This is an optimization exercise on Yosys and OpenROAD, whose aim is small area, not a production implementation. Only simulation tests tie the RTL to the original design; equivalence was not proved. Power is estimated from default activity; no workload was simulated.

<file path="flow/flow/run.sh">
#!/bin/bash
# Layout flow: the standard synthesis, then the combinational logic between the
# registers is re-optimised and re-mapped for area with ABC (registers, their names
# and cells are kept as the standard synthesis made them; several ABC seeds are
# tried and the smallest result is kept), then the standard ORFS steps from
# floorplan to finish, with the port buffers made of the smallest buffer and a
# small clock tree.
set -euo pipefail
HERE=$(pwd)
export BUFFER_PORTS_ARGS="-buffer_cell sky130_fd_sc_hd__buf_1"
export CTS_ARGS="-buf_list sky130_fd_sc_hd__clkbuf_4 -root_buf sky130_fd_sc_hd__clkbuf_4 -sink_clustering_enable -sink_clustering_size 10 -sink_clustering_max_diameter 30 -dont_use_dummy_load -repair_clock_nets"

bash standard.sh synth > log_synth.txt 2>&1

RES=$HERE/orfs/results/$FLOW_PLATFORM/top/base
LIB=$FLOW_HOME/platforms/sky130hd/lib/sky130_fd_sc_hd__tt_025C_1v80.lib
cp $RES/1_2_yosys.v $HERE/std_synth.v
DONT=$(grep -o "cell *( *\"\?sky130_fd_sc_hd__[a-z0-9_]*" $LIB | grep -o "sky130_fd_sc_hd__[a-z0-9_]*" | grep -E "probe|lpflow|clkdly|dlygate|dlymetal|clkbuf|clkinv|einv|ebuf|sparecell|__fa_|__ha_|__fah" | sed "s/^/-dont_use /" | tr "\n" " ")

remap() {
  local S=$1
  local SEED=${S%_*} MAP=${S#*_}
  if [ "$MAP" = m ]; then MAPCMD="amap -m"; else MAPCMD="amap"; fi
  sed -e "s/SEED/$SEED/" -e "s/MAPCMD/$MAPCMD/" $HERE/flow/remap.abc > $HERE/remap_$S.abc
  cat > remap_$S.ys <<EOT
read_liberty -ignore_miss_func $LIB
setattr -mod -set blackbox 1 sky130_fd_sc_hd__df* sky130_fd_sc_hd__conb*
read_verilog $HERE/std_synth.v
hierarchy -top $FLOW_TOP
flatten
opt_clean -purge
tee -o $HERE/stat_before.txt stat -liberty $LIB
abc -liberty $LIB $DONT -script $HERE/remap_$S.abc
opt_clean -purge
write_verilog -noattr $HERE/remap_raw_$S.v
design -reset
read_liberty -lib $LIB
read_verilog $HERE/remap_raw_$S.v
hierarchy -top $FLOW_TOP
check -assert
splitnets
opt_clean -purge
hilomap -hicell sky130_fd_sc_hd__conb_1 HI -locell sky130_fd_sc_hd__conb_1 LO
insbuf -buf sky130_fd_sc_hd__buf_1 A X
opt_clean -purge
check -assert -mapped
tee -o $HERE/stat_after_$S.txt stat -liberty $LIB
write_verilog -noattr -noexpr -nohex -nodec $HERE/remapped_$S.v
EOT
  yosys remap_$S.ys > log_remap_$S.txt 2>&1 || true
}

SEEDS="0_a 0_m 1_a 1_m 2_a 2_m 3_a 3_m 4_a 4_m 5_a 5_m 6_a 6_m 7_a 7_m"
for S in $SEEDS; do
  remap $S &
  while [ $(jobs -r | wc -l) -ge 4 ]; do sleep 1; done
done
wait

# candidates from smallest to largest; keep the first that is proven equivalent
# to the standard netlist (registers matched by name; the combinational cells'
# own names are hidden so that only ports and registers are matched)
for S in $SEEDS; do
  [ -f $HERE/remapped_$S.v ] || continue
  A=$(grep "Chip area" $HERE/stat_after_$S.txt | awk '{print $NF}')
  echo "$A $S"
done | sort -n > $HERE/remap_areas.txt
BEST=""
while read A S; do
  cat > equiv_$S.ys <<EOT
read_liberty -ignore_miss_func $LIB
read_verilog $HERE/std_synth.v
rename $FLOW_TOP gold
read_verilog $HERE/remapped_$S.v
rename $FLOW_TOP gate
hierarchy -check
rename -hide gold/w:_* gate/w:_*
rename -hide gold/c:_* gate/c:_*
flatten
opt_clean
async2sync
equiv_make gold gate eq
hierarchy -top eq
equiv_simple -undef
equiv_induct -undef
equiv_status -assert
EOT
  if yosys equiv_$S.ys < /dev/null > log_equiv_$S.txt 2>&1; then BEST=$S; break; fi
done < $HERE/remap_areas.txt
if [ -n "$BEST" ]; then
  echo "chosen $BEST" >> $HERE/remap_areas.txt
  cp $HERE/remapped_$BEST.v $HERE/remapped.v
else
  echo "no candidate proven, keeping the standard netlist" >> $HERE/remap_areas.txt
  cp $HERE/std_synth.v $HERE/remapped.v
fi

cp $HERE/remapped.v $RES/1_2_yosys.v
rm -f $RES/1_synth.odb $RES/1_synth.sdc
bash standard.sh finish > log_finish.txt 2>&1
</file>
<file path="flow/flow/remap.abc">
strash
&get -n
&deepsyn -T 30 -S SEED
&put
dch
MAPCMD
topo
</file>
<file path="flow/standard.sh">
#!/bin/bash
# synth_recipe.tcl (not shown) runs the flow's synth.tcl, then flattens the netlist and writes it again
# the make line also repeats each setting of config.mk as NAME=value (left out here)
make -C /OpenROAD-flow-scripts/flow DESIGN_CONFIG=/design/flow/config.mk WORK_HOME=/design/flow/orfs CLKGATE_MAP_FILE= SYNTH_SCRIPT=/design/flow/synth_recipe.tcl "${@:-finish}"
</file>
<file path="flow/config.mk">
export PLATFORM = sky130hd
export DESIGN_NAME = top
export DESIGN_NICKNAME = top
export VERILOG_FILES = /design/flow/design.v
export SDC_FILE = /design/flow/constraint.sdc
export NUM_CORES = 4
export LEC_CHECK = 0
export ABC_AREA = 1
export CAP_MARGIN = 0
export CORE_MARGIN = 2
export CORE_UTILIZATION = 40
export SLEW_MARGIN = 0
</file>
<file path="flow/constraint.sdc">
create_clock -name core_clock -period 20.0 [get_ports {clk}]
set_input_delay 4.0000 -clock core_clock [delete_from_list [all_inputs] [get_ports {clk}]]
set_output_delay 4.0000 -clock core_clock [all_outputs]
set_load 0.01 [all_outputs]
</file>
<file path="flow/design.v">
module sync(input clk, rst, output hsync, vsync, output reg [8:0] cdist, rdist,
	output reg cleft, rtop, output indisplayinterval);
reg pclk;
wire hsync_done = ~cleft & cdist[8] & cdist[7] & cdist[6] & cdist[5];
wire vsync_done = ~rtop & rdist[8] & rdist[4] & rdist[3] & rdist[2] & rdist[0];
wire cdist_one = (cdist == 9'd1);
wire rdist_one = (rdist == 9'd1);
wire col_zero = cleft & cdist[8] & cdist[6];
always @(posedge clk or posedge rst)
begin
	if (rst)
		pclk <= 1'b0;
	else
		pclk <= ~pclk;
end
always @(posedge clk or posedge rst)
begin
	if (rst) begin
		cleft <= 1'b1;
		cdist <= 9'd320;    
		rtop <= 1'b1;
		rdist <= 9'd240;    
	end else if (!pclk) begin
		if (hsync_done) begin
			cleft <= 1'b1;
			cdist <= 9'd320;
			if (rtop) begin
				rdist <= rdist - 9'd1;
				rtop <= ~rdist_one;
			end else if (vsync_done) begin
				rtop <= 1'b1;
				rdist <= 9'd240;
			end else
				rdist <= rdist + 9'd1;
		end else if (cleft) begin
			cdist <= cdist - 9'd1;
			cleft <= ~cdist_one;
		end else
			cdist <= cdist + 9'd1;
	end
end
assign hsync = ~cleft && (cdist >= 9'd337) && (cdist <= 9'd384);
assign vsync = ~rtop && (col_zero ? ((rdist >= 9'd251) && (rdist <= 9'd283)) : ((rdist >= 9'd250) && (rdist <= 9'd282)));
assign indisplayinterval = (cleft || (cdist < 9'd320)) && (rtop || (rdist < 9'd240));
endmodule
module render(
	input clk,
	input indisplayinterval,
	input square_on,
	output [11:0] rgb,
	input [8:0] switches
	);
reg [8:0] sw_reg;
reg hitd;
always @(posedge clk)
begin
	sw_reg <= switches;
	hitd <= square_on;
end
wire [11:0] rgb_reg = hitd ? {1'b0, sw_reg[8:6], 1'b0, sw_reg[5:3], 1'b0, sw_reg[2:0]} : 12'hFFF;
assign rgb = indisplayinterval ? rgb_reg : 12'h000;
endmodule
module shapeselector(input [8:0] m, d, input top,
		input clk, input rst,
		output square_on,
		input fkey, input bkey);
reg [1:0] shapeSel;
reg fpend, bpend;
reg rec_on;
wire fgo = fkey & bkey & fpend;
wire bgo = fkey & bkey & bpend;
wire [1:0] s_new = fgo ? shapeSel + 2'd1 : bgo ? shapeSel - 2'd1 : shapeSel;
always @(posedge clk or posedge rst)
begin
	if (rst) begin
		shapeSel <= 2'd0;
		fpend <= 1'b0;
		bpend <= 1'b0;
	end else begin
		shapeSel <= s_new;
		fpend <= ~fkey;
		bpend <= fkey & ~bkey;
	end
end
reg [6:0] wc;
always @(*)
begin
	case (d[6:0])
	7'd0: wc = 7'd100;
	7'd1: wc = 7'd99;
	7'd2: wc = 7'd99;
	7'd3: wc = 7'd99;
	7'd4: wc = 7'd99;
	7'd5: wc = 7'd99;
	7'd6: wc = 7'd99;
	7'd7: wc = 7'd99;
	7'd8: wc = 7'd99;
	7'd9: wc = 7'd99;
	7'd10: wc = 7'd99;
	7'd11: wc = 7'd99;
	7'd12: wc = 7'd99;
	7'd13: wc = 7'd99;
	7'd14: wc = 7'd99;
	7'd15: wc = 7'd98;
	7'd16: wc = 7'd98;
	7'd17: wc = 7'd98;
	7'd18: wc = 7'd98;
	7'd19: wc = 7'd98;
	7'd20: wc = 7'd97;
	7'd21: wc = 7'd97;
	7'd22: wc = 7'd97;
	7'd23: wc = 7'd97;
	7'd24: wc = 7'd97;
	7'd25: wc = 7'd96;
	7'd26: wc = 7'd96;
	7'd27: wc = 7'd96;
	7'd28: wc = 7'd96;
	7'd29: wc = 7'd95;
	7'd30: wc = 7'd95;
	7'd31: wc = 7'd95;
	7'd32: wc = 7'd94;
	7'd33: wc = 7'd94;
	7'd34: wc = 7'd94;
	7'd35: wc = 7'd93;
	7'd36: wc = 7'd93;
	7'd37: wc = 7'd92;
	7'd38: wc = 7'd92;
	7'd39: wc = 7'd92;
	7'd40: wc = 7'd91;
	7'd41: wc = 7'd91;
	7'd42: wc = 7'd90;
	7'd43: wc = 7'd90;
	7'd44: wc = 7'd89;
	7'd45: wc = 7'd89;
	7'd46: wc = 7'd88;
	7'd47: wc = 7'd88;
	7'd48: wc = 7'd87;
	7'd49: wc = 7'd87;
	7'd50: wc = 7'd86;
	7'd51: wc = 7'd86;
	7'd52: wc = 7'd85;
	7'd53: wc = 7'd84;
	7'd54: wc = 7'd84;
	7'd55: wc = 7'd83;
	7'd56: wc = 7'd82;
	7'd57: wc = 7'd82;
	7'd58: wc = 7'd81;
	7'd59: wc = 7'd80;
	7'd60: wc = 7'd80;
	7'd61: wc = 7'd79;
	7'd62: wc = 7'd78;
	7'd63: wc = 7'd77;
	7'd64: wc = 7'd76;
	7'd65: wc = 7'd75;
	7'd66: wc = 7'd75;
	7'd67: wc = 7'd74;
	7'd68: wc = 7'd73;
	7'd69: wc = 7'd72;
	7'd70: wc = 7'd71;
	7'd71: wc = 7'd70;
	7'd72: wc = 7'd69;
	7'd73: wc = 7'd68;
	7'd74: wc = 7'd67;
	7'd75: wc = 7'd66;
	7'd76: wc = 7'd64;
	7'd77: wc = 7'd63;
	7'd78: wc = 7'd62;
	7'd79: wc = 7'd61;
	7'd80: wc = 7'd60;
	7'd81: wc = 7'd58;
	7'd82: wc = 7'd57;
	7'd83: wc = 7'd55;
	7'd84: wc = 7'd54;
	7'd85: wc = 7'd52;
	7'd86: wc = 7'd51;
	7'd87: wc = 7'd49;
	7'd88: wc = 7'd47;
	7'd89: wc = 7'd45;
	7'd90: wc = 7'd43;
	7'd91: wc = 7'd41;
	7'd92: wc = 7'd39;
	7'd93: wc = 7'd36;
	7'd94: wc = 7'd34;
	7'd95: wc = 7'd31;
	7'd96: wc = 7'd28;
	7'd97: wc = 7'd24;
	7'd98: wc = 7'd19;
	7'd99: wc = 7'd14;
	7'd100: wc = 7'd0;
	default: wc = 7'd0;
	endcase
end
wire [4:0] q = d[6:2];
wire frac = d[1] | d[0];
wire [6:0] wt = top ? 7'd25 - q - frac : 7'd25 + q;
wire rows_mid = d <= 9'd100;
wire in_circ = rows_mid && (m <= {2'b00, wc});
wire in_tri  = rows_mid && (m <= {2'b00, wt});
wire in_rect = rows_mid && (m <= 9'd200);
wire in_sq   = (d <= 9'd150) && (m <= 9'd150);
wire hit = s_new[1] ? (s_new[0] ? in_tri : in_circ) :
           (s_new[0] ? in_sq : in_rect);
always @(posedge clk)
	rec_on <= hit;
assign square_on = rec_on;
endmodule
module top (
	input clk, reset,
	input [8:0] switches,
	input fkey,
	input bkey,
	output [11:0] rgb,
	output [7:0] sevseg0, sevseg1, sevseg2,
	output hsync, vsync
	);
	wire [8:0] m, d;
	wire cleft, rtop;
	wire indisplayinterval;
	wire square_on;
	sync v1 (.clk(clk), .rst(reset), .hsync(hsync), .vsync(vsync), .cdist(m), .rdist(d), .cleft(cleft), .rtop(rtop), .indisplayinterval(indisplayinterval));
	render r1 (.clk(clk), .indisplayinterval(indisplayinterval), .square_on(square_on), .rgb(rgb), .switches(switches));
	shapeselector ss1 (.m(m), .d(d), .top(rtop), .clk(clk), .rst(reset), .square_on(square_on), .fkey(fkey), .bkey(bkey));
	DisplayDecoder d2(switches[8:6], sevseg2);
	DisplayDecoder d1(switches[5:3], sevseg1);
	DisplayDecoder d0(switches[2:0], sevseg0);
endmodule
module DisplayDecoder(input [2:0] v, output reg [7:0] seg);
	always @(*)
	begin
		case (v)
		3'd0: seg = 8'hC0;
		3'd1: seg = 8'hF9;
		3'd2: seg = 8'hA4;
		3'd3: seg = 8'hB0;
		3'd4: seg = 8'h99;
		3'd5: seg = 8'h92;
		3'd6: seg = 8'h82;
		default: seg = 8'hF8;
		endcase
	end
endmodule
</file>
==> results of run 1 <==
[through the flow]
stage               power (mW)  util, %  std cells  instance area [um^2]
floorplan               0.0877        -        357                  2450
global placement        0.0932     45.6        474                  2700
detailed placement      0.0936     45.6        474                  2700
CTS                      0.129     46.2        479                  2740
global route             0.135     46.2        479                  2740
finish                   0.127     46.2        479                  2740
[metal layers]
layer	routed length [um]	GRT usage, %
met2	3200	35.0
met5	0	0
met3	683	4.78
met4	177	7.83
met1	3100	30.3
[worst reg2reg max path, delay by kind of cell (launching register included)]
family,cells,cell delay [ns]
AND/OR/NAND/NOR,8,1.38
flip-flops,1,0.49
AO/OA/AOI/OAI,8,1.11
buffers and inverters,3,0.53
[layout make-up]
type / instances / area, um^2
fill: 617 / 3180
multi-input combinational: 264 / 1380
clock buffer: 5 / 37.5
sequential: 36 / 856
tap: 75 / 93.8
inverter: 52 / 195
timing repair buffer: 47 / 176
[worst max path at each step]
stage / startpoint / to / slack [ns] / cells past startpoint
4_1_cts: switches[6] / sevseg2[5] / 11.05 / 6
5_1_grt: switches[0] / sevseg0[5] / 10.90 / 7
3_5_place_dp: switches[6] / sevseg2[5] / 11.06 / 6
2_1_floorplan: switches[5] / sevseg1[5] / 11.13 / 5
3_3_place_gp: switches[5] / sevseg1[5] / 11.14 / 7
6_report: switches[2] / sevseg0[5] / 11.06 / 7
[power by group]
| part | total, mW | internal [mW] | leakage (nW) | switching [mW] |
|---|---|---|---|---|
| Clock | 0.0351 | 0.0118 | 0.0230 | 0.0233 |
| Sequential | 0.0761 | 0.0752 | 0.383 | 0.000893 |
| Combinational | 0.0159 | 0.00512 | 0.759 | 0.0108 |
| Total | 0.127 | 0.0920 | 1.16 | 0.0350 |
==> out/results.tsv, run 1 <==
metric	value	unit
status	finished clean	
crit_chain	buf_1 -> nand2_1 -> o211ai_1 -> o21ai_0 -> nor2b_1 -> nor2_1 -> buf_1	
yosys_warnings	4	
leakage	1.17	nW
ios	51	
start_util	41.2	%
hold_class	register to register	
drc	0	
hpwl	5360	um
final_common_cell	nor2_1	
num-nets-final	419	
critPathMaxStageDelay	0.19	ns
cp.arrival	4.94	ns
grt_max_degree	26	
start_kind	input pin	
worst_hold_startpoint	ss1.rec_on	
r2r_setup_slack	16.38	ns
r2r-start	v1.rdist[2]	
layout_common_cells	nor2_1, inv_1, buf_1	
track_usage	22.3	%
h-tree-depth	2	
cp.required	16.00	ns
diodes	0	
grt_pass1_wl	11700	um
avgViaCountPerCell	5.91	
setup_ws	11.06	ns
worst_clock_skew	0.0283	ns
worst_r2r_path_depth	19	
grt_pass1_vias	2520	
cts_tree	built	
ir_drop	0.0332	mV
wl	7160	um
numCtsBuffers	5	
antenna_left	0	
cts_buffer_depth	2	
min_period	8.94	ns
syn_inst	355	
rsz0062_at_grt	false	
antenna_found_initial	0	
avgSynthCellArea	6.87	um^2
cts-resized-gates	0	
core-area	5920	um^2
finalHoldWorstSlack	0.369	ns
critical_path_class	input pin to output port	
die-area	6740	um^2
slowest_stage	buf_1	
drt_pre_antenna_iters	5	
post_cts_buffers	0	
drive_gt1_share	3.22	%
cp_max_fo	6	
dr.first_iter.drc_count	443	
fin_crit_sh	44.7	%
place_congestion	0.992	
fp.dieW	82.1	um
ctsHoldBuffers	0	
path_buf_inv	2	
min_path_cells	0	
syn_area	2440	um^2
fin_tns_setup	0	ns
finalHoldViolations	0	
max_slew.worst_pin.slew	0.947	ns
syn_to_final_growth	12.2	%
placement.io_buffers	47	
die_y	82.1	um
clk_pin_slew	0.12	ns
fmax	112	MHz
crit_top_cell	buf_1	
wl_per_cell	15.0	um
max-cap-violations	0	
p_per_area	46.4	nW/um^2
slew_headroom	36.8	%
finalMaxSlewViolations	0	
setup_viol	0	
overflow	0	
num_vias	2829	
root_buffer	clkbuf_4	
crit_family	simple AND/OR/NAND/NOR gates	
cts_sinks	36	
rows	28	
place_ws	11.06	ns
whs_endpoint	r1.hitd	
r2r-end	ss1.rec_on	
clk_latency	0.36	ns
endpoint_kind	output port	
==> inputs of run 2 (changes only) <==
--- a/flow/flow/run.sh
+++ b/flow/flow/run.sh
@@ -8,7 +8,7 @@
 set -euo pipefail
 HERE=$(pwd)
 export BUFFER_PORTS_ARGS="-buffer_cell sky130_fd_sc_hd__buf_1"
-export CTS_ARGS="-buf_list sky130_fd_sc_hd__clkbuf_4 -root_buf sky130_fd_sc_hd__clkbuf_4 -sink_clustering_enable -sink_clustering_size 10 -sink_clustering_max_diameter 30 -dont_use_dummy_load -repair_clock_nets"
+export CTS_ARGS="-buf_list sky130_fd_sc_hd__clkbuf_4 -root_buf sky130_fd_sc_hd__clkbuf_8 -sink_clustering_enable -sink_clustering_size 12 -sink_clustering_max_diameter 60 -dont_use_dummy_load -repair_clock_nets"
 
 bash standard.sh synth > log_synth.txt 2>&1
 
==> out/results.tsv, run 2 <==
metric	value	unit
status	finished clean	
wl	7190	um
die_y	82.1	um
rows	28	
finalMaxSlewViolations	0	
p_total	0.139	mW
r2r-start	v1.rdist[2]	
grt_max_degree	26	
cts_tree	built	
final_common_cell	nor2_1	
worst_clock_skew	0.0127	ns
grt_use_met3	5.11	%
num_vias	2816	
layout_common_cells	nor2_1, inv_1, buf_1	
worst_r2r_path_depth	18	
dr.first_iter.drc_count	319	
whs_endpoint	r1.hitd	
cp_max_fo	5	
yosys_warnings	4	
clk_latency	0.29	ns
fillers	642	
use_met2	32.3	%
grt_pass1_wl	11200	um
critPathMaxStageDelay	0.24	ns
fp.dieW	82.1	um
start_util	41.2	%
diodes	0	
overflow	0	
grtUsageMet1	30.4	%
ctsHoldBuffers	0	
crit_chain	buf_1 -> or2_0 -> and3_1 -> o21bai_1 -> nor2b_1 -> nor2_1 -> buf_1	
ir_drop	0.0319	mV
path_buf_inv	2	
cp.required	16.00	ns
clk_pin_slew	0.08	ns
critical_path_class	input pin to output port	
place_congestion	1.03	
antenna_left	0	
cp.arrival	5.05	ns
syn_to_final_growth	13.7	%
max-cap-violations	0	
cts_sinks	36	
max_slew.worst_pin.slew	1.17	ns
fin_tns_setup	0	ns
busiest_layer	met2	
avgSynthCellArea	6.92	um^2
syn_area	2440	um^2
drc	0	
endpoint_kind	output port	
min_path_cells	0	
worst_hold_startpoint	ss1.rec_on	
grt_pass1_vias	2368	
min_period	9.05	ns
slowest_stage	or2_0	
finalHoldViolations	0	
finalHoldWorstSlack	0.332	ns
leakage	1.12	nW
fin_crit_sh	45.2	%
cts-resized-gates	0	
r2r-end	ss1.rec_on	
crit_top_cell	buf_1	
rsz0062_at_grt	false	
drt_pre_antenna_iters	6	
p_per_area	50.0	nW/um^2
avgViaCountPerCell	5.89	
crit_family	simple AND/OR/NAND/NOR gates	
place_inst	473	
setup_viol	0	
core-area	5920	um^2
multi_input_area	1390	um^2
die-area	6740	um^2
track_usage	21.4	%
start_kind	input pin	
root_buffer	clkbuf_8	
r2r_setup_slack	16.27	ns
antenna_found_initial	0	
num-nets-final	418	
fmax	111	MHz
h-tree-depth	2	
hpwl	5420	um
fin_util	46.9	%
stdcell_count	478	
ios	51	
post_cts_buffers	0	
hold_class	register to register	
drive_gt1_share	3.47	%
numCtsBuffers	5	
syn_inst	353	
wl_per_cell	15.0	um
slew_headroom	21.3	%
cts_buffer_depth	2	
ff_latch_area	856	um^2
placement.io_buffers	47	
## run 2: cell types whose count changed in the layout (fill, tap and decap cells not counted), sizes merged, moves of 3 or more
cell,delta
inv,-4
o21ai,-7
a21oi,+4
nand3,-3
o21bai,+3
## run 2: worst register-to-register path: stages, from the launching register on
cell and delay (ns):
dfrtp_1 0.46, inv_1 0.25, nor2_1 0.35, inv_1 0.15
nor2_1 0.25, inv_1 0.12, nor2_1 0.15, nand2_1 0.07
o2111ai_1 0.18, a31oi_1 0.11, nor2_1 0.13, a21oi_1 0.06
o221ai_1 0.17, nand3_1 0.11, o221ai_1 0.10, a222oi_1 0.10
or4_1 0.41, and3b_1 0.19, a311oi_1 0.27
## run 2: stage by stage
step	area, um^2	setup slack (ns)
global placement	2710	10.99
finish	2780	10.95
CTS	2780	10.96
global route	2780	10.76
detailed placement	2710	10.95
floorplan	2450	10.97
## run 2: worst max-delay path by stage
stage                      from          to  slack (ns)  depth (start not counted)
finish              switches[5]  sevseg1[5]       10.95                          7
global route        switches[0]  sevseg0[5]       10.76                          7
CTS                 switches[5]  sevseg1[5]       10.96                          7
detailed placement  switches[5]  sevseg1[5]       10.95                          7
global placement    switches[5]  sevseg1[5]       10.99                          7
floorplan           switches[5]  sevseg1[5]       10.97                          5
## run 2: final cells by class
cell class	instances	area share, %
Inverter	48	6.49
Tap cell	75	3.38
Multi-Input combinational cell	266	50.2
Sequential cell	36	30.8
Clock buffer	5	2.48
Timing Repair Buffer	48	6.62
## run 2: layer usage
layer / vias to the layer above / routed length [um]
met1: 1281 / 3240
li1: 1354 / -
met3: 16 / 665
met5: - / 0
met4: 0 / 118
met2: 165 / 3170
## run 2: power breakdown
group	internal, mW	switching [mW]	total [mW]	leakage (nW)
Combinational	0.00528	0.0105	0.0157	0.703
Clock	0.0225	0.0244	0.0469	0.0359
Sequential	0.0752	0.000911	0.0761	0.383
Total	0.103	0.0358	0.139	1.12
==> inputs of run 3 (changes only) <==
--- a/flow/design.v
+++ b/flow/design.v
@@ -82,119 +82,53 @@
 		bpend <= fkey & ~bkey;
 	end
 end
+wire dbig = d > 9'd70;
+wire mbig = m > 9'd70;
+wire [8:0] greater = dbig ? d : m;
+wire [8:0] lesser = dbig ? m : d;
+wire [8:0] bi = greater - 9'd71;
 reg [6:0] wc;
 always @(*)
 begin
-	case (d[6:0])
-	7'd0: wc = 7'd100;
-	7'd1: wc = 7'd99;
-	7'd2: wc = 7'd99;
-	7'd3: wc = 7'd99;
-	7'd4: wc = 7'd99;
-	7'd5: wc = 7'd99;
-	7'd6: wc = 7'd99;
-	7'd7: wc = 7'd99;
-	7'd8: wc = 7'd99;
-	7'd9: wc = 7'd99;
-	7'd10: wc = 7'd99;
-	7'd11: wc = 7'd99;
-	7'd12: wc = 7'd99;
-	7'd13: wc = 7'd99;
-	7'd14: wc = 7'd99;
-	7'd15: wc = 7'd98;
-	7'd16: wc = 7'd98;
-	7'd17: wc = 7'd98;
-	7'd18: wc = 7'd98;
-	7'd19: wc = 7'd98;
-	7'd20: wc = 7'd97;
-	7'd21: wc = 7'd97;
-	7'd22: wc = 7'd97;
-	7'd23: wc = 7'd97;
-	7'd24: wc = 7'd97;
-	7'd25: wc = 7'd96;
-	7'd26: wc = 7'd96;
-	7'd27: wc = 7'd96;
-	7'd28: wc = 7'd96;
-	7'd29: wc = 7'd95;
-	7'd30: wc = 7'd95;
-	7'd31: wc = 7'd95;
-	7'd32: wc = 7'd94;
-	7'd33: wc = 7'd94;
-	7'd34: wc = 7'd94;
-	7'd35: wc = 7'd93;
-	7'd36: wc = 7'd93;
-	7'd37: wc = 7'd92;
-	7'd38: wc = 7'd92;
-	7'd39: wc = 7'd92;
-	7'd40: wc = 7'd91;
-	7'd41: wc = 7'd91;
-	7'd42: wc = 7'd90;
-	7'd43: wc = 7'd90;
-	7'd44: wc = 7'd89;
-	7'd45: wc = 7'd89;
-	7'd46: wc = 7'd88;
-	7'd47: wc = 7'd88;
-	7'd48: wc = 7'd87;
-	7'd49: wc = 7'd87;
-	7'd50: wc = 7'd86;
-	7'd51: wc = 7'd86;
-	7'd52: wc = 7'd85;
-	7'd53: wc = 7'd84;
-	7'd54: wc = 7'd84;
-	7'd55: wc = 7'd83;
-	7'd56: wc = 7'd82;
-	7'd57: wc = 7'd82;
-	7'd58: wc = 7'd81;
-	7'd59: wc = 7'd80;
-	7'd60: wc = 7'd80;
-	7'd61: wc = 7'd79;
-	7'd62: wc = 7'd78;
-	7'd63: wc = 7'd77;
-	7'd64: wc = 7'd76;
-	7'd65: wc = 7'd75;
-	7'd66: wc = 7'd75;
-	7'd67: wc = 7'd74;
-	7'd68: wc = 7'd73;
-	7'd69: wc = 7'd72;
-	7'd70: wc = 7'd71;
-	7'd71: wc = 7'd70;
-	7'd72: wc = 7'd69;
-	7'd73: wc = 7'd68;
-	7'd74: wc = 7'd67;
-	7'd75: wc = 7'd66;
-	7'd76: wc = 7'd64;
-	7'd77: wc = 7'd63;
-	7'd78: wc = 7'd62;
-	7'd79: wc = 7'd61;
-	7'd80: wc = 7'd60;
-	7'd81: wc = 7'd58;
-	7'd82: wc = 7'd57;
-	7'd83: wc = 7'd55;
-	7'd84: wc = 7'd54;
-	7'd85: wc = 7'd52;
-	7'd86: wc = 7'd51;
-	7'd87: wc = 7'd49;
-	7'd88: wc = 7'd47;
-	7'd89: wc = 7'd45;
-	7'd90: wc = 7'd43;
-	7'd91: wc = 7'd41;
-	7'd92: wc = 7'd39;
-	7'd93: wc = 7'd36;
-	7'd94: wc = 7'd34;
-	7'd95: wc = 7'd31;
-	7'd96: wc = 7'd28;
-	7'd97: wc = 7'd24;
-	7'd98: wc = 7'd19;
-	7'd99: wc = 7'd14;
-	7'd100: wc = 7'd0;
+	case (bi[4:0])
+	5'd0: wc = 7'd70;
+	5'd1: wc = 7'd69;
+	5'd2: wc = 7'd68;
+	5'd3: wc = 7'd67;
+	5'd4: wc = 7'd66;
+	5'd5: wc = 7'd64;
+	5'd6: wc = 7'd63;
+	5'd7: wc = 7'd62;
+	5'd8: wc = 7'd61;
+	5'd9: wc = 7'd60;
+	5'd10: wc = 7'd58;
+	5'd11: wc = 7'd57;
+	5'd12: wc = 7'd55;
+	5'd13: wc = 7'd54;
+	5'd14: wc = 7'd52;
+	5'd15: wc = 7'd51;
+	5'd16: wc = 7'd49;
+	5'd17: wc = 7'd47;
+	5'd18: wc = 7'd45;
+	5'd19: wc = 7'd43;
+	5'd20: wc = 7'd41;
+	5'd21: wc = 7'd39;
+	5'd22: wc = 7'd36;
+	5'd23: wc = 7'd34;
+	5'd24: wc = 7'd31;
+	5'd25: wc = 7'd28;
+	5'd26: wc = 7'd24;
+	5'd27: wc = 7'd19;
+	5'd28: wc = 7'd14;
+	5'd29: wc = 7'd0;
 	default: wc = 7'd0;
 	endcase
 end
+wire in_circ = (!dbig && !mbig) || (!(dbig && mbig) && (greater <= 9'd100) && (lesser <= {2'b00, wc}));
 wire [4:0] q = d[6:2];
 wire frac = d[1] | d[0];
 wire [6:0] wt = top ? 7'd25 - q - frac : 7'd25 + q;
 wire rows_mid = d <= 9'd100;
-wire in_circ = rows_mid && (m <= {2'b00, wc});
 wire in_tri  = rows_mid && (m <= {2'b00, wt});
 wire in_rect = rows_mid && (m <= 9'd200);
 wire in_sq   = (d <= 9'd150) && (m <= 9'd150);
--- a/flow/flow/run.sh
+++ b/flow/flow/run.sh
@@ -8,7 +8,7 @@
 set -euo pipefail
 HERE=$(pwd)
 export BUFFER_PORTS_ARGS="-buffer_cell sky130_fd_sc_hd__buf_1"
-export CTS_ARGS="-buf_list sky130_fd_sc_hd__clkbuf_4 -root_buf sky130_fd_sc_hd__clkbuf_8 -sink_clustering_enable -sink_clustering_size 12 -sink_clustering_max_diameter 60 -dont_use_dummy_load -repair_clock_nets"
+export CTS_ARGS="-buf_list sky130_fd_sc_hd__clkbuf_4 -root_buf sky130_fd_sc_hd__clkbuf_4 -sink_clustering_enable -sink_clustering_size 6 -sink_clustering_max_diameter 40 -dont_use_dummy_load -repair_clock_nets"
 
 bash standard.sh synth > log_synth.txt 2>&1
 
==> out/results.tsv, run 3 <==
metric	value	unit
leakage	1.10	nW
max-cap-violations	0	
ff_latch_area	856	um^2
fillers	631	
cp.arrival	5.08	ns
max_slew.worst_pin.slew	0.991	ns
grt_max_degree	26	
setup_ws	10.92	ns
fmax	110	MHz
die-area	6570	um^2
finalHoldViolations	0	
place_ws	10.92	ns
root_buffer	clkbuf_4	
avgSynthCellArea	7.20	um^2
endpoint_kind	output port	
clk_pin_slew	0.11	ns
cts_tree	built	
avgViaCountPerCell	5.81	
p_per_area	52.7	nW/um^2
dr.first_iter.drc_count	242	
multi_input_area	1310	um^2
drive_gt1_share	3.43	%
rsz0062_at_grt	false	
ir_drop	0.0322	mV
place_congestion	0.880	
fp.dieW	81.1	um
post_cts_buffers	0	
placement.io_buffers	47	
antenna_found_initial	0	
die_y	81.1	um
wl	6500	um
setup_viol	0	
place_inst	449	
grt_pass1_vias	2278	
fin_tns_setup	0	ns
fin_util	46.0	%
syn_inst	330	
cts_sinks	36	
rows	28	
hold_class	register to register	
min_period	9.08	ns
antenna_left	0	
worst_clock_skew	0.0187	ns
overflow	0	
fin_crit_sh	45.4	%
ctsHoldBuffers	0	
hpwl	4890	um
drc	0	
diodes	0	
grt_pass1_wl	10600	um
cts_buffer_depth	2	
status	finished clean	
cp.required	16.00	ns
track_usage	20.6	%
layout_common_cells	nor2_1, inv_1, buf_1	
clk_latency	0.34	ns
final_common_cell	nor2_1	
num-nets-final	394	
start_util	40.9	%
drt_pre_antenna_iters	5	
stdcell_count	454	
core-area	5820	um^2
finalMaxSlewViolations	0	
start_kind	input pin	
syn_area	2380	um^2
h-tree-depth	2	
num_vias	2636	
wl_per_cell	14.3	um
syn_to_final_growth	12.5	%
cp_max_fo	5	
slew_headroom	33.4	%
numCtsBuffers	5	
yosys_warnings	4	
cts-resized-gates	0	
critical_path_class	input pin to output port	
ios	51	
==> run 3: critical path: stages <==
cell,delay (ns)
buf_1,0.15
inv_1,0.11
o21ai_0,0.24
o21ai_0,0.16
inv_1,0.10
o22ai_1,0.08
nor2_1,0.09
buf_1,0.15
==> run 3: where the power goes <==
group | switching (mW) | total [mW] | internal (mW)
clock network | 0.0222 | 0.0339 | 0.0118
registers | 0.00126 | 0.0776 | 0.0763
logic | 0.0190 | 0.0293 | 0.0103
total | 0.0424 | 0.141 | 0.0984
==> run 3: area by class of cell <==
class	instances	share of cell area [%]
Inverter	52	7.30
Tap cell	75	3.51
Multi-Input combinational cell	239	49.2
Clock buffer	5	1.40
Sequential cell	36	32.0
Timing Repair Buffer	47	6.60
==> run 3: path summary, 6_finish.rpt <==
path                        startpoint           to  slack, ns  cells after the start
max                        switches[8]   sevseg2[1]      10.92                      8
min                         ss1.rec_on      r1.hitd       0.35                      0
max reg2reg                v1.rdist[6]   ss1.rec_on      15.96                     18
min reg2reg                 ss1.rec_on      r1.hitd       0.35                      0
max in group asynchronous        reset  v1.rdist[8]      15.58                      2
min in group asynchronous        reset    ss1.bpend       3.82                      2
==> run 3: metal layers <==
metal | wire length [um] | part of all wire [%] | track usage [%] | vias up
met4 | 113 | 1.7 | 6.44 | 0
met5 | 0 | 0 | 0 | -
li1 | - | - | - | 1280
met2 | 3010 | 46 | 33.1 | 130
met3 | 374 | 5.8 | 2.89 | 15
met1 | 3000 | 46 | 28.5 | 1211
==> run 3: metrics by stage <==
stage	hold slack [ns]	power, mW	cell area, um^2
6_report	0.354	0.141	2670
3_3_place_gp	0.316	0.108	2640
2_1_floorplan	0.310	0.0985	2380
4_1_cts	0.364	0.143	2670
3_5_place_dp	0.317	0.108	2640
5_1_grt	0.385	0.151	2670
==> inputs of run 4 (changes only) <==
--- a/flow/flow/run.sh
+++ b/flow/flow/run.sh
@@ -8,7 +8,7 @@
 set -euo pipefail
 HERE=$(pwd)
 export BUFFER_PORTS_ARGS="-buffer_cell sky130_fd_sc_hd__buf_1"
-export CTS_ARGS="-buf_list sky130_fd_sc_hd__clkbuf_4 -root_buf sky130_fd_sc_hd__clkbuf_4 -sink_clustering_enable -sink_clustering_size 6 -sink_clustering_max_diameter 40 -dont_use_dummy_load -repair_clock_nets"
+export CTS_ARGS="-buf_list sky130_fd_sc_hd__clkbuf_4 -root_buf sky130_fd_sc_hd__clkbuf_4 -sink_clustering_enable -sink_clustering_size 8 -sink_clustering_max_diameter 60 -dont_use_dummy_load -repair_clock_nets"
 
 bash standard.sh synth > log_synth.txt 2>&1
 
--- a/flow/config.mk
+++ b/flow/config.mk
@@ -8,5 +8,5 @@
 export ABC_AREA = 1
 export CAP_MARGIN = 0
 export CORE_MARGIN = 2
-export CORE_UTILIZATION = 40
+export CORE_UTILIZATION = 65
 export SLEW_MARGIN = 0
==> out/results.tsv, run 4 <==
metric	value	unit
status	finished clean	
cts_sinks	36	
grt_pass1_wl	10700	um
comb_power_share	20.5	%
num_vias	2662	
p_total	0.142	mW
h-tree-depth	2	
setup_viol	0	
slew_headroom	32.6	%
wl_per_cell	14.7	um
hold_class	register to register	
cp_max_fo	5	
cp.arrival	5.12	ns
ir_drop	0.0505	mV
drt_pre_antenna_iters	5	
power_switching	0.0436	mW
diodes	0	
rsz0062_at_grt	false	
antenna_found_initial	0	
cts-resized-gates	0	
fin_crit_sh	45.6	%
overflow	0	
fmax	110	MHz
grt_max_degree	26	
ctsHoldBuffers	0	
setup_ws	10.88	ns
p_seq_share	54.7	%
final_common_cell	nor2_1	
numCtsBuffers	5	
p_per_area	53.8	nW/um^2
start_kind	input pin	
leakage	1.10	nW
start_util	69.6	%
syn_area	2380	um^2
clockPowerShare	24.8	%
p_int	0.0984	mW
drc	0	
track_usage	32.7	%
max-cap-violations	0	
dr.first_iter.drc_count	335	
drive_gt1_share	3.43	%
critical_path_class	input pin to output port	
die-area	4160	um^2
post_cts_buffers	0	
cp.required	16.00	ns
finalHoldViolations	0	
placement.io_buffers	47	
ios	51	
root_buffer	clkbuf_4	
cts_buffer_depth	2	
max_slew.worst_pin.slew	1.00	ns
yosys_warnings	4	
cts_tree	built	
num-nets-final	394	
hpwl	4830	um
finalMaxSlewViolations	0	
grt_pass1_vias	2417	
rows	21	
syn_to_final_growth	11.0	%
avgViaCountPerCell	6.26	
wl	6260	um
fin_tns_setup	0	ns
fp.dieW	64.5	um
core-area	3420	um^2
min_period	9.12	ns
avgSynthCellArea	7.20	um^2
clk_pin_slew	0.09	ns
place_congestion	0.991	
syn_inst	330	
place_ws	10.89	ns
worst_clock_skew	0.0162	ns
clk_latency	0.36	ns
layout_common_cells	nor2_1, inv_1, buf_1	
switching_share	30.7	%
antenna_left	0	
die_y	64.5	um
endpoint_kind	output port	
## run 4: worst paths after layout
kind                                   from         endpoint  slack, ns  depth (start not counted)
worst max-delay path            switches[8]       sevseg2[1]      10.88                          8
worst min-delay path             ss1.rec_on          r1.hitd       0.34                          0
worst max register to register  v1.rdist[6]       ss1.rec_on      16.17                         18
worst min register to register   ss1.rec_on          r1.hitd       0.34                          0
max in group asynchronous             reset      v1.rdist[2]      15.60                          2
min in group asynchronous             reset  ss1.shapeSel[1]       3.81                          2
## run 4: per-stage QoR
| stage | area, um^2 | util (%) | hold slack [ns] | std cells |
|---|---|---|---|---|
| 6_report | 2640 | 77.2 | 0.337 | 425 |
| 4_1_cts | 2640 | 77.2 | 0.338 | 425 |
| 5_1_grt | 2640 | 77.2 | 0.352 | 425 |
| 3_3_place_gp | 2600 | 76.1 | 0.315 | 420 |
| 3_5_place_dp | 2600 | 76.1 | 0.316 | 420 |
| 2_1_floorplan | 2380 | - | 0.310 | 332 |
## run 4: final cells by class
cell class,instances,area [um^2]
Sequential cell,36,856
Tap cell,46,57.6
Timing Repair Buffer,47,176
Fill cell,267,779
Clock buffer,5,37.5
Inverter,52,195
Multi-Input combinational cell,239,1310
## run 4: layer usage
| metal | wire length, um | vias up | share of wire, % | global-route usage [%] |
|---|---|---|---|---|
| met3 | 543 | 13 | 8.7 | 5.73 |
| met5 | 0 | - | 0 | 0 |
| li1 | - | 1283 | - | - |
| met1 | 2700 | 1218 | 43 | 44.0 |
| met4 | 102 | 0 | 1.6 | 11.4 |
| met2 | 2910 | 148 | 46 | 53.3 |
## run 4: critical path, stage by stage
cell	delay, ns
buf_1	0.15
inv_1	0.11
o21ai_0	0.24
o21ai_0	0.17
inv_1	0.11
o22ai_1	0.08
nor2_1	0.10
buf_1	0.16
## run 4: power groups by stage
stage          registers (mW)  clock network, mW  logic (mW)
2_1_floorplan          0.0788                  0      0.0198
3_3_place_gp           0.0790                  0      0.0282
3_5_place_dp           0.0790                  0      0.0290
4_1_cts                0.0777             0.0345      0.0291
5_1_grt                0.0782             0.0368      0.0326
6_report               0.0776             0.0352      0.0291
==> inputs of run 5 (changes only) <==
--- a/flow/config.mk
+++ b/flow/config.mk
@@ -8,5 +8,5 @@
 export ABC_AREA = 1
 export CAP_MARGIN = 0
 export CORE_MARGIN = 2
-export CORE_UTILIZATION = 65
+export CORE_UTILIZATION = 40
 export SLEW_MARGIN = 0
==> out/results.tsv, run 5 <==
metric	value	unit
hpwl	4890	um
syn_to_final_growth	12.5	%
core-area	5820	um^2
cp_max_fo	5	
syn_inst	330	
fmax	110	MHz
p_total	0.141	mW
clk_pin_slew	0.11	ns
endpoint_kind	output port	
r2r-start	v1.rdist[6]	
crit_chain	buf_1 -> inv_1 -> o21ai_0 -> o21ai_0 -> inv_1 -> o22ai_1 -> nor2_1 -> buf_1	
track_usage	20.6	%
cts_tree	built	
cts_buffer_depth	2	
cp.required	16.00	ns
switching_share	30.1	%
num_vias	2636	
clockPowerShare	24.1	%
place_congestion	0.880	
worst_clock_skew	0.0187	ns
grt_pass1_wl	10600	um
num-nets-final	394	
numCtsBuffers	5	
rows	28	
drt_pre_antenna_iters	5	
layout_common_cells	nor2_1, inv_1, buf_1	
min_period	9.08	ns
r2r_setup_slack	15.96	ns
rsz0062_at_grt	false	
finalMaxSlewViolations	0	
start_util	40.9	%
slew_headroom	33.4	%
fin_tns_setup	0	ns
whs_endpoint	r1.hitd	
finalHoldViolations	0	
worst_r2r_path_depth	18	
path_buf_inv	4	
start_kind	input pin	
p_seq_share	55.1	%
ctsHoldBuffers	0	
die_y	81.1	um
max-cap-violations	0	
avgSynthCellArea	7.20	um^2
cts_sinks	36	
antenna_left	0	
fillers	631	
comb_power_share	20.8	%
critical_path_class	input pin to output port	
ios	51	
multi_input_area	1310	um^2
fp.dieW	81.1	um
clk_latency	0.34	ns
hold_class	register to register	
slowest_stage	o21ai_0	
setup_viol	0	
diodes	0	
max_slew.worst_pin.slew	0.991	ns
syn_area	2380	um^2
avgViaCountPerCell	5.81	
placement.io_buffers	47	
grt_pass1_vias	2278	
cp.arrival	5.08	ns
min_path_cells	0	
wl	6500	um
antenna_found_initial	0	
grt_max_degree	26	
die-area	6570	um^2
h-tree-depth	2	
leakage	1.10	nW
cts-resized-gates	0	
yosys_warnings	4	
post_cts_buffers	0	
finalHoldWorstSlack	0.354	ns
ir_drop	0.0322	mV
r2r-end	ss1.rec_on	
drive_gt1_share	3.43	%
critPathMaxStageDelay	0.24	ns
dr.first_iter.drc_count	242	
p_per_area	52.7	nW/um^2
fin_crit_sh	45.4	%
status	finished clean	
worst_hold_startpoint	ss1.rec_on	
wl_per_cell	14.3	um
drc	0	
p_int	0.0984	mW
root_buffer	clkbuf_4	
final_common_cell	nor2_1	
ff_latch_area	856	um^2
overflow	0	
power_switching	0.0424	mW
crit_family	buffers and inverters	
==> run 5: cell counts in the layout (fill, tap and decap cells not counted) <==
No cell type changed its count.
==> run 5: how the worst max path moves through the flow <==
stage / cells after the start / start / endpoint / slack (ns)
final: 8 / switches[8] / sevseg2[1] / 10.92
after global placement: 8 / switches[8] / sevseg2[1] / 11.03
after CTS: 8 / switches[8] / sevseg2[1] / 10.92
after floorplan: 5 / switches[5] / sevseg1[1] / 11.11
after detailed placement: 8 / switches[8] / sevseg2[1] / 10.92
after global routing: 8 / switches[8] / sevseg2[1] / 10.74
==> run 5: final cells by class <==
type | instances | area share, %
Inverter | 52 | 7.30
Tap cell | 75 | 3.51
Timing Repair Buffer | 47 | 6.60
Sequential cell | 36 | 32.0
Multi-Input combinational cell | 239 | 49.2
Clock buffer | 5 | 1.40
==> run 5: per-stage QoR <==
stage,setup WS [ns],area [um^2],utilization [%],instances
3_3_place_gp,11.03,2640,45.3,449
3_5_place_dp,10.92,2640,45.3,449
5_1_grt,10.74,2670,46.0,454
6_report,10.92,2670,46.0,454
4_1_cts,10.92,2670,46.0,454
2_1_floorplan,11.11,2380,-,332
==> run 5: power by group through the flow <==
stage | Sequential (mW) | Combinational, mW | Clock [mW]
3_3_place_gp | 0.0790 | 0.0290 | 0
3_5_place_dp | 0.0790 | 0.0291 | 0
4_1_cts | 0.0776 | 0.0293 | 0.0359
2_1_floorplan | 0.0788 | 0.0198 | 0
6_report | 0.0776 | 0.0293 | 0.0339
5_1_grt | 0.0783 | 0.0331 | 0.0392
==> run 5: worst reg2reg max path, delay by kind of cell, from the launching register on <==
family,cells,cell delay (ns)
and+or+nand+nor,5,0.70
DFF,1,0.46
buffers and inverters,3,0.62
AOI/OAI and AO/OA,10,2.18
==> run 5: metal layers <==
layer / vias to the layer above / part of all wire, % / track usage [%]
li1: 1280 / - / -
met1: 1211 / 46 / 28.5
met2: 130 / 46 / 33.1
met3: 15 / 5.8 / 2.89
met4: 0 / 1.7 / 6.44
met5: - / 0 / 0
==> inputs of run 6 (changes only) <==
--- a/flow/flow/run.sh
+++ b/flow/flow/run.sh
@@ -50,7 +50,7 @@
   yosys remap_$S.ys > log_remap_$S.txt 2>&1 || true
 }
 
-SEEDS="0_a 0_m 1_a 1_m 2_a 2_m 3_a 3_m 4_a 4_m 5_a 5_m 6_a 6_m 7_a 7_m"
+SEEDS=$(for i in $(seq 0 23); do echo -n "${i}_a ${i}_m "; done)
 for S in $SEEDS; do
   remap $S &
   while [ $(jobs -r | wc -l) -ge 4 ]; do sleep 1; done
==> flow/flow/remap.abc (replaced) <==
strash
&get -n
&deepsyn -T 20 -S SEED
&put
dch
MAPCMD
topo
==> out/results.tsv, run 6 <==
metric	value	unit
rsz0062_at_grt	false	
design_area	2670	um^2
post_cts_buffers	0	
cts_sinks	36	
diodes	0	
p_total	0.141	mW
setup_ws	10.92	ns
grt_pass1_vias	2278	
clk_pin_slew	0.11	ns
fin_tns_setup	0	ns
clk_latency	0.34	ns
placement.io_buffers	47	
drt_pre_antenna_iters	5	
finalMaxSlewViolations	0	
status	finished clean	
fmax	110	MHz
max-cap-violations	0	
cts_buffer_depth	2	
cts-resized-gates	0	
setup_viol	0	
grt_max_degree	26	
wl	6500	um
rows	28	
cp_max_fo	5	
avgSynthCellArea	7.20	um^2
drive_gt1_share	3.43	%
min_period	9.08	ns
place_area	2640	um^2
worst_clock_skew	0.0187	ns
place_congestion	0.880	
cts_tree	built	
grt_pass1_wl	10600	um
cp.required	16.00	ns
fin_util	46.0	%
critical_path_class	input pin to output port	
avgViaCountPerCell	5.81	
antenna_left	0	
max_slew.worst_pin.slew	0.991	ns
numCtsBuffers	5	
layout_common_cells	nor2_1, inv_1, buf_1	
cp.arrival	5.08	ns
start_kind	input pin	
ios	51	
die_y	81.1	um
start_util	40.9	%
ctsHoldBuffers	0	
finalHoldViolations	0	
yosys_warnings	4	
endpoint_kind	output port	
track_usage	20.6	%
dr.first_iter.drc_count	242	
fin_crit_sh	45.4	%
root_buffer	clkbuf_4	
core-area	5820	um^2
fp.dieW	81.1	um
num_vias	2636	
syn_to_final_growth	12.5	%
final_common_cell	nor2_1	
antenna_found_initial	0	
overflow	0	
wl_per_cell	14.3	um
place_ws	10.92	ns
die-area	6570	um^2
ir_drop	0.0322	mV
hpwl	4890	um
syn_area	2380	um^2
drc	0	
syn_inst	330	
h-tree-depth	2	
r2r_setup_slack	15.96	ns
slew_headroom	33.4	%
leakage	1.10	nW
hold_class	register to register	
num-nets-final	394	
p_per_area	52.7	nW/um^2
==> run 6: area by class of cell <==
type | count | area, um^2
Fill cell | 631 | 3140
Multi-Input combinational cell | 239 | 1310
Sequential cell | 36 | 856
Inverter | 52 | 195
Timing Repair Buffer | 47 | 176
Tap cell | 75 | 93.8
Clock buffer | 5 | 37.5
==> run 6: through the flow <==
stage | hold WS (ns) | std cells
floorplan | 0.310 | 332
global placement | 0.316 | 449
detailed placement | 0.317 | 449
CTS | 0.364 | 454
global route | 0.385 | 454
finish | 0.354 | 454
==> run 6: critical path, stage by stage <==
cell,delay (ns)
buf_1,0.15
inv_1,0.11
o21ai_0,0.24
o21ai_0,0.16
inv_1,0.10
o22ai_1,0.08
nor2_1,0.09
buf_1,0.15
==> run 6: worst paths after layout <==
| kind | cells past startpoint | from | endpoint |
|---|---|---|---|
| max | 8 | switches[8] | sevseg2[1] |
| min | 0 | ss1.rec_on | r1.hitd |
| max reg2reg | 18 | v1.rdist[6] | ss1.rec_on |
| min reg2reg | 0 | ss1.rec_on | r1.hitd |
| max in group asynchronous | 2 | reset | v1.rdist[8] |
| min in group asynchronous | 2 | reset | ss1.bpend |
==> run 6: layer usage <==
layer | track usage, % | wire, um
met5 | 0 | 0
met1 | 28.5 | 3000
met4 | 6.44 | 113
met3 | 2.89 | 374
met2 | 33.1 | 3010
==> run 6: where the power goes <==
part	internal (mW)	leakage, nW	switching [mW]
Combinational	0.0103	0.690	0.0190
Sequential	0.0763	0.383	0.00126
Clock	0.0118	0.0230	0.0222
Total	0.0984	1.10	0.0424
==> inputs of run 7 (changes only) <==
--- a/flow/design.v
+++ b/flow/design.v
@@ -1,6 +1,12 @@
-module sync(input clk, rst, output hsync, vsync, output reg [8:0] cdist, rdist,
-	output reg cleft, rtop, output indisplayinterval);
+module sync(input clk, rst, output hsync, vsync, output [8:0] cdist, rdist,
+	output cleft, rtop, output indisplayinterval);
 reg pclk;
+reg [8:0] cdist_r, rdist_r;
+reg cright, rbottom;
+assign cdist = cdist_r ^ 9'd320;
+assign rdist = rdist_r ^ 9'd240;
+assign cleft = ~cright;
+assign rtop = ~rbottom;
 wire hsync_done = ~cleft & cdist[8] & cdist[7] & cdist[6] & cdist[5];
 wire vsync_done = ~rtop & rdist[8] & rdist[4] & rdist[3] & rdist[2] & rdist[0];
 wire cdist_one = (cdist == 9'd1);
@@ -16,27 +22,27 @@
 always @(posedge clk or posedge rst)
 begin
 	if (rst) begin
-		cleft <= 1'b1;
-		cdist <= 9'd320;    
-		rtop <= 1'b1;
-		rdist <= 9'd240;    
+		cright <= 1'b0;
+		cdist_r <= 9'd0;    
+		rbottom <= 1'b0;
+		rdist_r <= 9'd0;    
 	end else if (!pclk) begin
 		if (hsync_done) begin
-			cleft <= 1'b1;
-			cdist <= 9'd320;
+			cright <= 1'b0;
+			cdist_r <= 9'd0;
 			if (rtop) begin
-				rdist <= rdist - 9'd1;
-				rtop <= ~rdist_one;
+				rdist_r <= (rdist - 9'd1) ^ 9'd240;
+				rbottom <= rdist_one;
 			end else if (vsync_done) begin
-				rtop <= 1'b1;
-				rdist <= 9'd240;
+				rbottom <= 1'b0;
+				rdist_r <= 9'd0;
 			end else
-				rdist <= rdist + 9'd1;
+				rdist_r <= (rdist + 9'd1) ^ 9'd240;
 		end else if (cleft) begin
-			cdist <= cdist - 9'd1;
-			cleft <= ~cdist_one;
+			cdist_r <= (cdist - 9'd1) ^ 9'd320;
+			cright <= cdist_one;
 		end else
-			cdist <= cdist + 9'd1;
+			cdist_r <= (cdist + 9'd1) ^ 9'd320;
 	end
 end
 assign hsync = ~cleft && (cdist >= 9'd337) && (cdist <= 9'd384);
==> out/results.tsv, run 7 <==
metric	value	unit
start_util	41.9	%
slew_headroom	29.9	%
clk_latency	0.34	ns
multi_input_area	1310	um^2
grt_max_degree	26	
post_cts_buffers	0	
avgViaCountPerCell	5.73	
clk_pin_slew	0.11	ns
diodes	0	
dr.first_iter.drc_count	287	
grt_pass1_wl	10700	um
busiest_layer	met2	
core-area	5610	um^2
finalHoldViolations	0	
die_y	80.7	um
wl	6590	um
num-nets-final	394	
die-area	6510	um^2
p_per_area	47.0	nW/um^2
cts_sinks	36	
endpoint_kind	output port	
place_area	2610	um^2
rsz0062_at_grt	false	
fmax	112	MHz
final_common_cell	nor2_1	
syn_area	2350	um^2
cp.arrival	4.94	ns
cp.required	16.00	ns
antenna_found_initial	0	
p_total	0.125	mW
finalHoldWorstSlack	0.339	ns
ctsHoldBuffers	0	
drive_gt1_share	1.58	%
clockPowerShare	27.3	%
status	finished clean	
grtUsageMet1	29.4	%
grt_pass1_vias	2317	
placement.io_buffers	47	
power_switching	0.0333	mW
fin_crit_sh	44.7	%
ios	51	
drc	0	
ir_drop	0.0291	mV
max_slew.worst_pin.slew	1.04	ns
cts_buffer_depth	2	
antenna_left	0	
numCtsBuffers	5	
track_usage	20.9	%
finalMaxSlewViolations	0	
use_met2	32.3	%
max-cap-violations	0	
critical_path_class	input pin to output port	
design_area	2650	um^2
cts_tree	built	
syn_inst	329	
h-tree-depth	2	
leakage	1.07	nW
root_buffer	clkbuf_4	
wl_per_cell	14.6	um
fp.dieW	80.7	um
hpwl	4970	um
layout_common_cells	nor2_1, inv_1, buf_1	
grt_use_met3	4.27	%
place_congestion	0.902	
yosys_warnings	4	
cts-resized-gates	0	
ff_latch_area	846	um^2
worst_clock_skew	0.0260	ns
rows	27	
p_seq_share	61.0	%
fin_tns_setup	0	ns
p_int	0.0913	mW
hold_class	register to register	
overflow	0	
syn_to_final_growth	12.8	%
num_vias	2583	
comb_power_share	11.7	%
min_period	8.94	ns
fillers	602	
start_kind	input pin	
drt_pre_antenna_iters	7	
avgSynthCellArea	7.15	um^2
fin_util	47.3	%
switching_share	26.7	%
cp_max_fo	5	
setup_viol	0	
run 7: layout make-up:
cell class,count,share of cell area [%]
clock buffers,5,1.42
repair buffers,48,6.94
inverters,50,7.08
multi-input cells,240,49.3
well taps,72,3.40
flip-flops and latches,36,31.9
run 7: worst paths after layout:
path	slack [ns]	endpoint	startpoint	cells past startpoint
hold / removal	0.34	r1.hitd	ss1.rec_on	0
setup / recovery	11.06	sevseg1[5]	switches[5]	7
min in group asynchronous	3.84	ss1.shapeSel[0]	reset	2
hold reg to reg	0.34	r1.hitd	ss1.rec_on	0
setup reg to reg	15.99	ss1.rec_on	v1.rdist_r[5]	20
max in group asynchronous	15.54	v1.rdist_r[0]	reset	2
run 7: power by group through the flow:
stage	Sequential, mW	Clock [mW]	Combinational, mW
floorplan	0.0773	0	0.00935
global placement	0.0775	0	0.0145
detailed placement	0.0776	0	0.0148
CTS	0.0761	0.0351	0.0148
global route	0.0764	0.0389	0.0168
finish	0.0760	0.0340	0.0146
run 7: critical path, stage by stage:
cell     delay, ns
buf_1         0.11
or2_0         0.25
nand3_1       0.11
o21ai_0       0.12
nor2b_1       0.17
nor2_1        0.05
buf_1         0.12
run 7: metal layers:
metal	wire length (um)	up-vias
li1	-	1284
met1	3110	1207
met2	3050	80
met3	347	12
met4	83	0
met5	0	-
run 7: stage by stage:
| stage | cells | worst slack (ns) |
|---|---|---|
| 6_report | 451 | 11.06 |
| 4_1_cts | 451 | 11.08 |
| 2_1_floorplan | 331 | 11.13 |
| 3_3_place_gp | 446 | 11.13 |
| 5_1_grt | 451 | 10.94 |
| 3_5_place_dp | 446 | 11.08 |
==> inputs of run 8 (changes only) <==
--- a/flow/design.v
+++ b/flow/design.v
@@ -10,6 +10,18 @@
 wire hsync_done = ~cleft & cdist[8] & cdist[7] & cdist[6] & cdist[5];
 wire vsync_done = ~rtop & rdist[8] & rdist[4] & rdist[3] & rdist[2] & rdist[0];
 wire cdist_one = (cdist == 9'd1);
+wire [8:0] cflip, rflip;
+assign cflip[0] = 1'b1;
+assign rflip[0] = 1'b1;
+genvar i;
+generate
+	for (i = 1; i < 9; i = i + 1) begin : updown
+		assign cflip[i] = cflip[i-1] & (cdist[i-1] ^ cleft);
+		assign rflip[i] = rflip[i-1] & (rdist[i-1] ^ rtop);
+	end
+endgenerate
+wire [8:0] cnext = cdist ^ cflip;
+wire [8:0] rnext = rdist ^ rflip;
 wire rdist_one = (rdist == 9'd1);
 wire col_zero = cleft & cdist[8] & cdist[6];
 always @(posedge clk or posedge rst)
@@ -31,18 +43,18 @@
 			cright <= 1'b0;
 			cdist_r <= 9'd0;
 			if (rtop) begin
-				rdist_r <= (rdist - 9'd1) ^ 9'd240;
+				rdist_r <= rnext ^ 9'd240;
 				rbottom <= rdist_one;
 			end else if (vsync_done) begin
 				rbottom <= 1'b0;
 				rdist_r <= 9'd0;
 			end else
-				rdist_r <= (rdist + 9'd1) ^ 9'd240;
+				rdist_r <= rnext ^ 9'd240;
 		end else if (cleft) begin
-			cdist_r <= (cdist - 9'd1) ^ 9'd320;
+			cdist_r <= cnext ^ 9'd320;
 			cright <= cdist_one;
 		end else
-			cdist_r <= (cdist + 9'd1) ^ 9'd320;
+			cdist_r <= cnext ^ 9'd320;
 	end
 end
 assign hsync = ~cleft && (cdist >= 9'd337) && (cdist <= 9'd384);
==> out/results.tsv, run 8 <==
metric	value	unit
diodes	0	
hpwl	4840	um
drc	0	
finalHoldViolations	0	
critPathMaxStageDelay	0.25	ns
cts_buffer_depth	2	
overflow	0	
ios	51	
critical_path_class	input pin to output port	
avgViaCountPerCell	5.60	
ir_drop	0.0426	mV
fmax	110	MHz
num_vias	2575	
fin_crit_sh	45.6	%
ctsHoldBuffers	0	
die_y	80.6	um
clk_latency	0.35	ns
cts-resized-gates	0	
fp.dieW	80.6	um
dr.first_iter.drc_count	192	
start_util	42.1	%
root_buffer	clkbuf_4	
syn_inst	338	
grt_pass1_wl	10900	um
antenna_found_initial	0	
wl_per_cell	13.9	um
final_common_cell	nor2_1	
grt_pass1_vias	2382	
min_period	9.13	ns
status	finished clean	
p_per_area	47.9	nW/um^2
wl	6370	um
worst_clock_skew	0.0286	ns
antenna_left	0	
met1Wirelength	3040	um
max_slew.worst_pin.slew	1.09	ns
die-area	6500	um^2
start_kind	input pin	
layout_common_cells	nor2_1, inv_1, buf_1	
endpoint_kind	output port	
slowest_stage	or2_0	
hold_class	register to register	
setup_viol	0	
core-area	5570	um^2
finalHoldWorstSlack	0.342	ns
crit_chain	buf_1 -> or2_0 -> and3_1 -> o21bai_1 -> nor2b_1 -> nor2_1 -> buf_1	
syn_to_final_growth	12.8	%
drive_gt1_share	1.55	%
rsz0062_at_grt	false	
slew_headroom	26.8	%
placement.io_buffers	47	
numCtsBuffers	5	
max-cap-violations	0	
clk_pin_slew	0.12	ns
drt_pre_antenna_iters	7	
cts_sinks	36	
cp.arrival	5.13	ns
dr_wl_met3	414	um
fillers	582	
rows	27	
cts_tree	built	
place_congestion	0.935	
h-tree-depth	2	
avgSynthCellArea	6.95	um^2
crit_top_cell	buf_1	
post_cts_buffers	0	
track_usage	21.1	%
grt_max_degree	26	
cp.required	16.00	ns
yosys_warnings	4	
top_layer_used	met4	
num-nets-final	403	
syn_area	2350	um^2
fin_tns_setup	0	ns
route.met2.wl	2840	um
cp_max_fo	5	
leakage	1.06	nW
finalMaxSlewViolations	0	
==> run 8: final timing paths <==
path / startpoint / to / slack (ns) / cells after the start
worst max-delay path: switches[5] / sevseg1[5] / 10.87 / 7
worst min-delay path: ss1.rec_on / r1.hitd / 0.34 / 0
worst min register to register: ss1.rec_on / r1.hitd / 0.34 / 0
min in group asynchronous: reset / v1.pclk / 3.82 / 2
max in group asynchronous: reset / v1.rdist_r[0] / 15.56 / 2
worst max register to register: v1.rdist_r[4] / ss1.rec_on / 15.81 / 19
==> run 8: power breakdown <==
group / switching, mW / leakage (nW) / total (mW) / internal [mW]
Combinational: 0.0108 / 0.637 / 0.0164 / 0.00553
Sequential: 0.000883 / 0.401 / 0.0759 / 0.0751
Clock: 0.0227 / 0.0230 / 0.0344 / 0.0118
Total: 0.0344 / 1.06 / 0.127 / 0.0924
==> run 8: worst max-delay path: cells and delay by family <==
family	cells	cell delay, ns
AOI/OAI and AO/OA	1	0.17
and+or+nand+nor	4	0.71
buffers and inverters	2	0.26
==> run 8: cell type report <==
class	count	area, um^2	share of cell area [%]
inverter	49	184	6.94
tap	72	90.1	3.40
clock buffer	5	37.5	1.42
sequential	36	846	31.9
timing repair buffer	48	184	6.94
multi-input combinational	250	1310	49.4
==> run 8: metal layers <==
layer	up-vias	GRT usage [%]
met3	9	4.04
met2	116	34.9
met1	1164	28.8
li1	1286	-
met5	-	0
met4	0	3.90
==> run 8: through the flow <==
stage / setup slack (ns) / instances / instance area [um^2] / util, % / power (mW)
after floorplan: 10.97 / 340 / 2360 / - / 0.0882
after global placement: 10.98 / 455 / 2610 / 46.8 / 0.0936
after detailed placement: 10.89 / 455 / 2610 / 46.8 / 0.0938
after CTS: 10.90 / 460 / 2650 / 47.5 / 0.128
after global routing: 10.78 / 460 / 2650 / 47.5 / 0.133
final: 10.87 / 460 / 2650 / 47.5 / 0.127

afterwards: timing with drivers on the ports:
Ports are ideal in the flow. The routed layouts listed here were re-timed in OpenROAD. Step 1 (the two cells are an assumption about what drives the block):
set clk [get_ports {clk}]
set_driving_cell -lib_cell sky130_fd_sc_hd__clkbuf_16 $clk
set_driving_cell -lib_cell sky130_fd_sc_hd__buf_2 [delete_from_list [all_inputs] $clk]
Step 2, shift: input delay + t, output delay - t, t = (earliest + latest rising clock arrival at the registers) / 2. This alone moves slack from input paths to output paths. Three values: no drivers, after step 1, after step 2; two values: the first two.
run	shift t [ns]	setup slack, ns	cell pins on the clock port's net
run 1	0.371	11.058 / 11.036 / 11.036	1
run 2	0.310	10.954 / 10.934 / 10.934	1
run 3	0.355	10.917 / 10.897 / 10.897	1
run 4	0.372	10.877 / 10.854 / 10.854	1
run 5	0.355	10.917 / 10.897 / 10.897	1
run 6	0.355	10.917 / 10.897 / 10.897	1
run 7	0.358	11.065 / 11.044 / 11.044	1
run 8	0.353	10.871 / 10.849 / 10.849	1
After both steps setup and hold are still met in every run listed. The setup slack of run 4, which loses most, moves by -0.023 ns with the drivers and by -0.023 ns with both steps.
